This is an optimization exercise on Yosys and OpenROAD, whose aim is small area, not a production implementation. In this exercise RTL edits were held to simulation tests only and were not proved equivalent to the original. The clock port is modelled as an ideal driver; clocking choices that lean on that would not hold on a real chip. Power is estimated from default activity; no workload was simulated.

==> flow/design.v (excerpt) <==
module serial
    ( input  clk
    , input  reset
    , input  enable
    , input  can_send
    , input [7:0] data_in
    , input  in_stb
    , output wire [7:0] data_out
    , output wire  out_stb
    );
  reg [15:0] x;       
  reg [15:0] y;       
  reg [15:0] a;       
  reg        nl;      
  reg [4:0]  st;
  wire       cmd_up = st[1];
  wire       cmd_dn = st[0];
  wire in_mode   = (st[4:3] == 2'b00);
  wire mul_mode  = (st[4:3] == 2'b01);
  wire send_mode = (st[4:3] == 2'b10);
  wire newline = ~data_in[5];
  wire digit   = data_in[4] & ~data_in[6];
  wire apply   = in_stb & in_mode & digit;
  wire [3:0] n = data_in[3:0];
  wire send = send_mode & ~nl & can_send;
  genvar i;
  wire [3:0]  nx = (apply & ~cmd_up & ~cmd_dn) ? n : 4'd0;
  wire [16:0] xc;
  wire [15:0] xs;
  assign xc[0] = 1'b0;
  generate for (i = 0; i < 16; i = i + 1) begin : xadd
    if (i < 4) begin : f
      assign xs[i]   = x[i] ^ nx[i] ^ xc[i];
  ...
For scale: ~380 cells after synthesis, roughly 22 I/O pins, about 3700 um^2 of cells after synthesis.
Settings: LEC_CHECK=0, CAP_MARGIN=0, CORE_MARGIN=2, CORE_UTILIZATION=40, SLEW_MARGIN=0; clock period 10.0 ns.
standard.sh (not shown) runs the stock make flow with config.mk's settings and CLKGATE_MAP_FILE= SYNTH_SCRIPT=/design/flow/synth_recipe.tcl, a recipe that flattens the netlist after the stock synthesis.
==> flow/flow/run.sh <==
#!/bin/bash
# Own layout flow: the standard synthesis (standard.sh synth), then an
# area-oriented ABC remap of its combinational logic (registers keep their
# names and cell types), then the standard layout steps from floorplan to
# finish, with buf_1 cells as the port buffers. Each tool's output goes to a
# log file of its own in this folder.
set -euo pipefail
here=$(pwd)
res=$here/orfs/results/$FLOW_PLATFORM/serial/base
lib=$FLOW_HOME/platforms/$FLOW_PLATFORM/lib/sky130_fd_sc_hd__tt_025C_1v80.lib
yosys_bin=/OpenROAD-flow-scripts/tools/install/yosys/bin/yosys
[[ -x $yosys_bin ]] || yosys_bin=yosys

bash standard.sh synth > synth_standard.log 2>&1
cp "$res/1_2_yosys.v" "$here/synth_standard.v"

sed -e "s#@LIB@#$lib#g" -e "s#@IN@#$here/synth_standard.v#" \
    -e "s#@ABC@#$here/flow/remap.abc#" -e "s#@STAT@#$here/remap_stat.txt#" \
    -e "s#@OUT@#$here/remap_all.v#" flow/remap.ys > remap_run.ys
"$yosys_bin" -s remap_run.ys > remap.log 2>&1
# keep only the top module (the others are the liberty cells read for their functions)
awk '/^module serial\(/,/^endmodule/' remap_all.v > remap.v
grep -q '^module serial(' remap.v
if grep -q '^ *assign ' remap.v; then echo "remap left an assign" >&2; exit 1; fi

cp remap.v "$res/1_2_yosys.v"
rm -f "$res/1_synth.odb" "$res/1_synth.sdc"
export BUFFER_PORTS_ARGS="-buffer_cell sky130_fd_sc_hd__buf_1"
export CTS_ARGS="-sink_clustering_enable -repair_clock_nets -dont_use_dummy_load"
bash standard.sh > layout.log 2>&1
test -f out/final.def
==> flow/flow/remap.abc <==
strash
dch -f
amap
==> flow/flow/remap.ys <==
# Area-oriented remap of the standard synthesis netlist's combinational logic.
# Flip-flops, full and half adders and tie cells stay as they are (same
# instance names and cell types); the other cells are flattened into their
# liberty functions and mapped again by ABC with remap.abc.
read_liberty -ignore_miss_func @LIB@
read_verilog @IN@
hierarchy -top serial
setattr -mod -set keep_hierarchy 1 sky130_fd_sc_hd__df* sky130_fd_sc_hd__edf* sky130_fd_sc_hd__fa_* sky130_fd_sc_hd__ha_* sky130_fd_sc_hd__conb_1
flatten
opt_clean
abc -liberty @LIB@ -script @ABC@ -dont_use sky130_fd_sc_hd__probe_p_8 -dont_use sky130_fd_sc_hd__probec_p_8 -dont_use sky130_fd_sc_hd__lpflow*
opt_clean -purge
hilomap -singleton -hicell sky130_fd_sc_hd__conb_1 HI -locell sky130_fd_sc_hd__conb_1 LO
splitnets
opt_clean -purge
insbuf -buf sky130_fd_sc_hd__buf_1 A X
opt_clean -purge
tee -o @STAT@ stat -liberty @LIB@
write_verilog -noattr -nohex -nodec @OUT@
Change:
--- a/flow/flow/run.sh
+++ b/flow/flow/run.sh
@@ -17,8 +17,23 @@
-sed -e "s#@LIB@#$lib#g" -e "s#@IN@#$here/synth_standard.v#" \
-    -e "s#@ABC@#$here/flow/remap.abc#" -e "s#@STAT@#$here/remap_stat.txt#" \
-    -e "s#@OUT@#$here/remap_all.v#" flow/remap.ys > remap_run.ys
-"$yosys_bin" -s remap_run.ys > remap.log 2>&1
-# keep only the top module (the others are the liberty cells read for their functions)
-awk '/^module serial\(/,/^endmodule/' remap_all.v > remap.v
-grep -q '^module serial(' remap.v
-if grep -q '^ *assign ' remap.v; then echo "remap left an assign" >&2; exit 1; fi
+# remap with each ABC script in flow/remap*.abc; keep the smallest fully
+# mapped result
+best=""; best_area=""
+for abc in flow/remap*.abc; do
+  k=$(basename "$abc" .abc)
+  sed -e "s#@LIB@#$lib#g" -e "s#@IN@#$here/synth_standard.v#" \
+      -e "s#@ABC@#$here/$abc#" -e "s#@STAT@#$here/${k}_stat.txt#" \
+      -e "s#@OUT@#$here/${k}_all.v#" flow/remap.ys > ${k}_run.ys
+  if ! "$yosys_bin" -s ${k}_run.ys > ${k}.log 2>&1; then continue; fi
+  # keep only the top module (the others are the liberty cells read for their functions)
+  awk '/^module serial\(/,/^endmodule/' ${k}_all.v > ${k}.v
+  grep -q '^module serial(' ${k}.v || continue
+  if grep -q '^ *assign ' ${k}.v; then continue; fi
+  if grep -q '^ *\\\$' ${k}.v; then continue; fi
+  area=$(awk '/Chip area for top module/ {print $NF}' ${k}_stat.txt)
+  [[ -n "$area" ]] || continue
+  if [[ -z "$best" ]] || awk -v a="$area" -v b="$best_area" 'BEGIN {exit !(a < b)}'; then
+    best=$k; best_area=$area
+  fi
+done
+echo "remap: chose $best with area $best_area" > remap_choice.log
+[[ -n "$best" ]]
+cp ${best}.v remap.v
--- a/flow/flow/remap.ys
+++ b/flow/flow/remap.ys
@@ -2 +2 @@
-# Flip-flops, full and half adders and tie cells stay as they are (same
+# Flip-flops, full adders and tie cells stay as they are (same
@@ -8 +8 @@
-setattr -mod -set keep_hierarchy 1 sky130_fd_sc_hd__df* sky130_fd_sc_hd__edf* sky130_fd_sc_hd__fa_* sky130_fd_sc_hd__ha_* sky130_fd_sc_hd__conb_1
+setattr -mod -set keep_hierarchy 1 sky130_fd_sc_hd__df* sky130_fd_sc_hd__edf* sky130_fd_sc_hd__fa_* sky130_fd_sc_hd__conb_1
==> flow/flow/remap1.abc (new file) <==
strash
dch -f
amap
==> flow/flow/remap2.abc (new file) <==
strash
dch
amap -m
==> flow/flow/remap3.abc (new file) <==
strash
dch -f
map -a
mfs2
amap
==> flow/flow/remap4.abc (new file) <==
strash
dch -f
map -a
mfs2 -a
amap
CORE_UTILIZATION = 25   (was 40)
removed: flow/flow/remap.abc
Effect: Global-route usage came out lower by 5.3 points; register-to-register slack gains 130 ps; cell count came out higher by 17%; wire length came out higher by 4.5%; die area came out higher by 54%; total power came out higher by 4.6%; clock skew is about the same; sequential power hardly moves; area after synthesis came out lower by 2.5%; combinational power is about the same; via count came out higher by 5.7%.
Change:
--- a/flow/flow/run.sh
+++ b/flow/flow/run.sh
@@ -44,0 +45 @@
+export POST_CTS_TCL="$here/flow/post_cts.tcl"
==> flow/flow/post_cts.tcl (new file) <==
# POST_CTS_TCL hook: the clock tree's root buffer drives only the few leaf
# buffers, so give it the smallest clock buffer that keeps every flip-flop
# clock pin's estimated slew at or below 118 ps; keep the original otherwise.
proc my_max_clk_slew {} {
  estimate_parasitics -placement
  set mx 0
  foreach p [get_pins -hierarchical */CLK] {
    foreach k {slew_max_rise slew_max_fall} {
      set s [get_property $p $k]
      if {$s > $mx} { set mx $s }
    }
  }
  return $mx
}
set root [get_cells -quiet clkbuf_0_clk]
if {[llength $root] == 1} {
  set orig [get_property $root ref_name]
  puts "post_cts: root buffer $orig, max clock pin slew [my_max_clk_slew]"
  set done 0
  foreach m {sky130_fd_sc_hd__clkbuf_1 sky130_fd_sc_hd__clkbuf_2 sky130_fd_sc_hd__clkbuf_4} {
    if {$m == $orig} { break }
    replace_cell $root $m
    set s [my_max_clk_slew]
    puts "post_cts: try $m, max clock pin slew $s"
    if {$s <= 0.118} { set done 1; break }
  }
  if {!$done} { replace_cell $root $orig; my_max_clk_slew }
  puts "post_cts: root buffer now [get_property $root ref_name]"
  detailed_placement
  estimate_parasitics -placement
}
CORE_UTILIZATION = 40   (was 25)
- non-clock buffer count is unchanged
- final cell count decreases by 12%
- utilization increases by 16 points
Change:
--- a/flow/flow/run.sh
+++ b/flow/flow/run.sh
@@ -45,0 +46 @@
+export POST_RESIZE_TCL="$here/flow/post_resize.tcl"
--- a/flow/flow/post_cts.tcl
+++ b/flow/flow/post_cts.tcl
@@ -1,3 +0,0 @@
-# POST_CTS_TCL hook: the clock tree's root buffer drives only the few leaf
-# buffers, so give it the smallest clock buffer that keeps every flip-flop
-# clock pin's estimated slew at or below 118 ps; keep the original otherwise.
@@ -25 +22 @@
-    if {$s <= 0.118} { set done 1; break }
+    if {$s <= 0.125} { set done 1; break }
==> flow/flow/post_resize.tcl (new file) <==
# POST_RESIZE_TCL hook: try a smaller buffer for each buffer that repair_design
# inserted during placement (place*, load_slew*); keep a change only if it
# leaves no max-slew or max-capacitance violation (with the flow's margins).
proc my_violations {} {
  estimate_parasitics -placement
  return [expr {[sta::max_slew_violation_count] + [sta::max_capacitance_violation_count]}]
}
set base [my_violations]
puts "post_resize: violations before $base"
foreach inst [get_cells -quiet {place* load_slew*}] {
  set orig [get_property $inst ref_name]
  if {![string match "sky130_fd_sc_hd__buf_*" $orig]} { continue }
  set keep $orig
  foreach m {sky130_fd_sc_hd__buf_1 sky130_fd_sc_hd__buf_2} {
    if {$m == $orig} { break }
    replace_cell $inst $m
    if {[my_violations] <= $base} { set keep $m; break }
  }
  replace_cell $inst $keep
  puts "post_resize: [get_full_name $inst] $orig -> $keep"
}
puts "post_resize: violations after [my_violations]"
Effect: Combinational power stays flat. Synthesized cell count stays the same. Synthesized area is unchanged. Worst setup slack loses 980 ps.
Change:
==> flow/flow/post_cts.tcl (replaced) <==
proc my_max_clk_slew {} {
  estimate_parasitics -placement
  set mx 0
  foreach p [get_pins -hierarchical */CLK] {
    foreach k {slew_max_rise slew_max_fall} {
      set s [get_property $p $k]
      if {$s > $mx} { set mx $s }
    }
  }
  return $mx
}
puts "post_cts: max clock pin slew [my_max_clk_slew]"
foreach inst [concat [get_cells -quiet clkbuf_*_f_clk] [get_cells -quiet clkbuf_0_clk]] {
  set orig [get_property $inst ref_name]
  set keep $orig
  foreach m {sky130_fd_sc_hd__clkbuf_1 sky130_fd_sc_hd__clkbuf_2 sky130_fd_sc_hd__clkbuf_4 sky130_fd_sc_hd__clkbuf_8} {
    if {$m == $orig} { break }
    replace_cell $inst $m
    if {[my_max_clk_slew] <= 0.125} { set keep $m; break }
  }
  replace_cell $inst $keep
  puts "post_cts: [get_full_name $inst] $orig -> $keep"
}
puts "post_cts: max clock pin slew [my_max_clk_slew]"
detailed_placement
estimate_parasitics -placement
CORE_UTILIZATION = 60   (was 40)
The changed run finished clean.
Final area is lower by about 1.2%.
Worst setup slack improves by 180 ps.
Die area is lower by about 32%.

==> re-timing with driven ports <==
The flow's constraints put no driver on any port. The routed layouts listed below were extracted and timed again, unchanged, in two steps. Step 1 sets driving cells, clkbuf_16 on the clock port and buf_2 on the other inputs (assumed; they add their load-dependent delay and slew). Step 2 also shifts input and output timing later by t, the mid clock arrival at the registers, as if the neighbouring blocks saw the same clock. Slacks: no drivers / after step 1 / after step 2; pairs: no drivers / after step 1.
| run | shift t [ns] | setup slack, ns | worst setup path after step 2 | worst slew at a driven data input, ns | pins driven straight from the clock port |
|---|---|---|---|---|---|
| the first run | 0.341 | 2.044 / 2.044 / 1.714 | input to register | 0.03 | 1 |
| the second run | 0.327 | 2.170 / 2.170 / 1.916 | input to register | 0.03 | 1 |
| the third run | 0.335 | 2.114 / 2.122 / 1.787 | input to register | 0.03 | 1 |
| the fourth run | 0.543 | 1.137 / 1.144 / 0.601 | input to register | 0.03 | 1 |
| the fifth run | 0.595 | 1.317 / 1.322 / 0.727 | input to register | 0.03 | 1 |
After both steps every run listed still meets setup and hold. For the fifth run, which loses most, drivers alone change the setup slack by +0.005 ns; drivers and shift together by -0.590 ns.
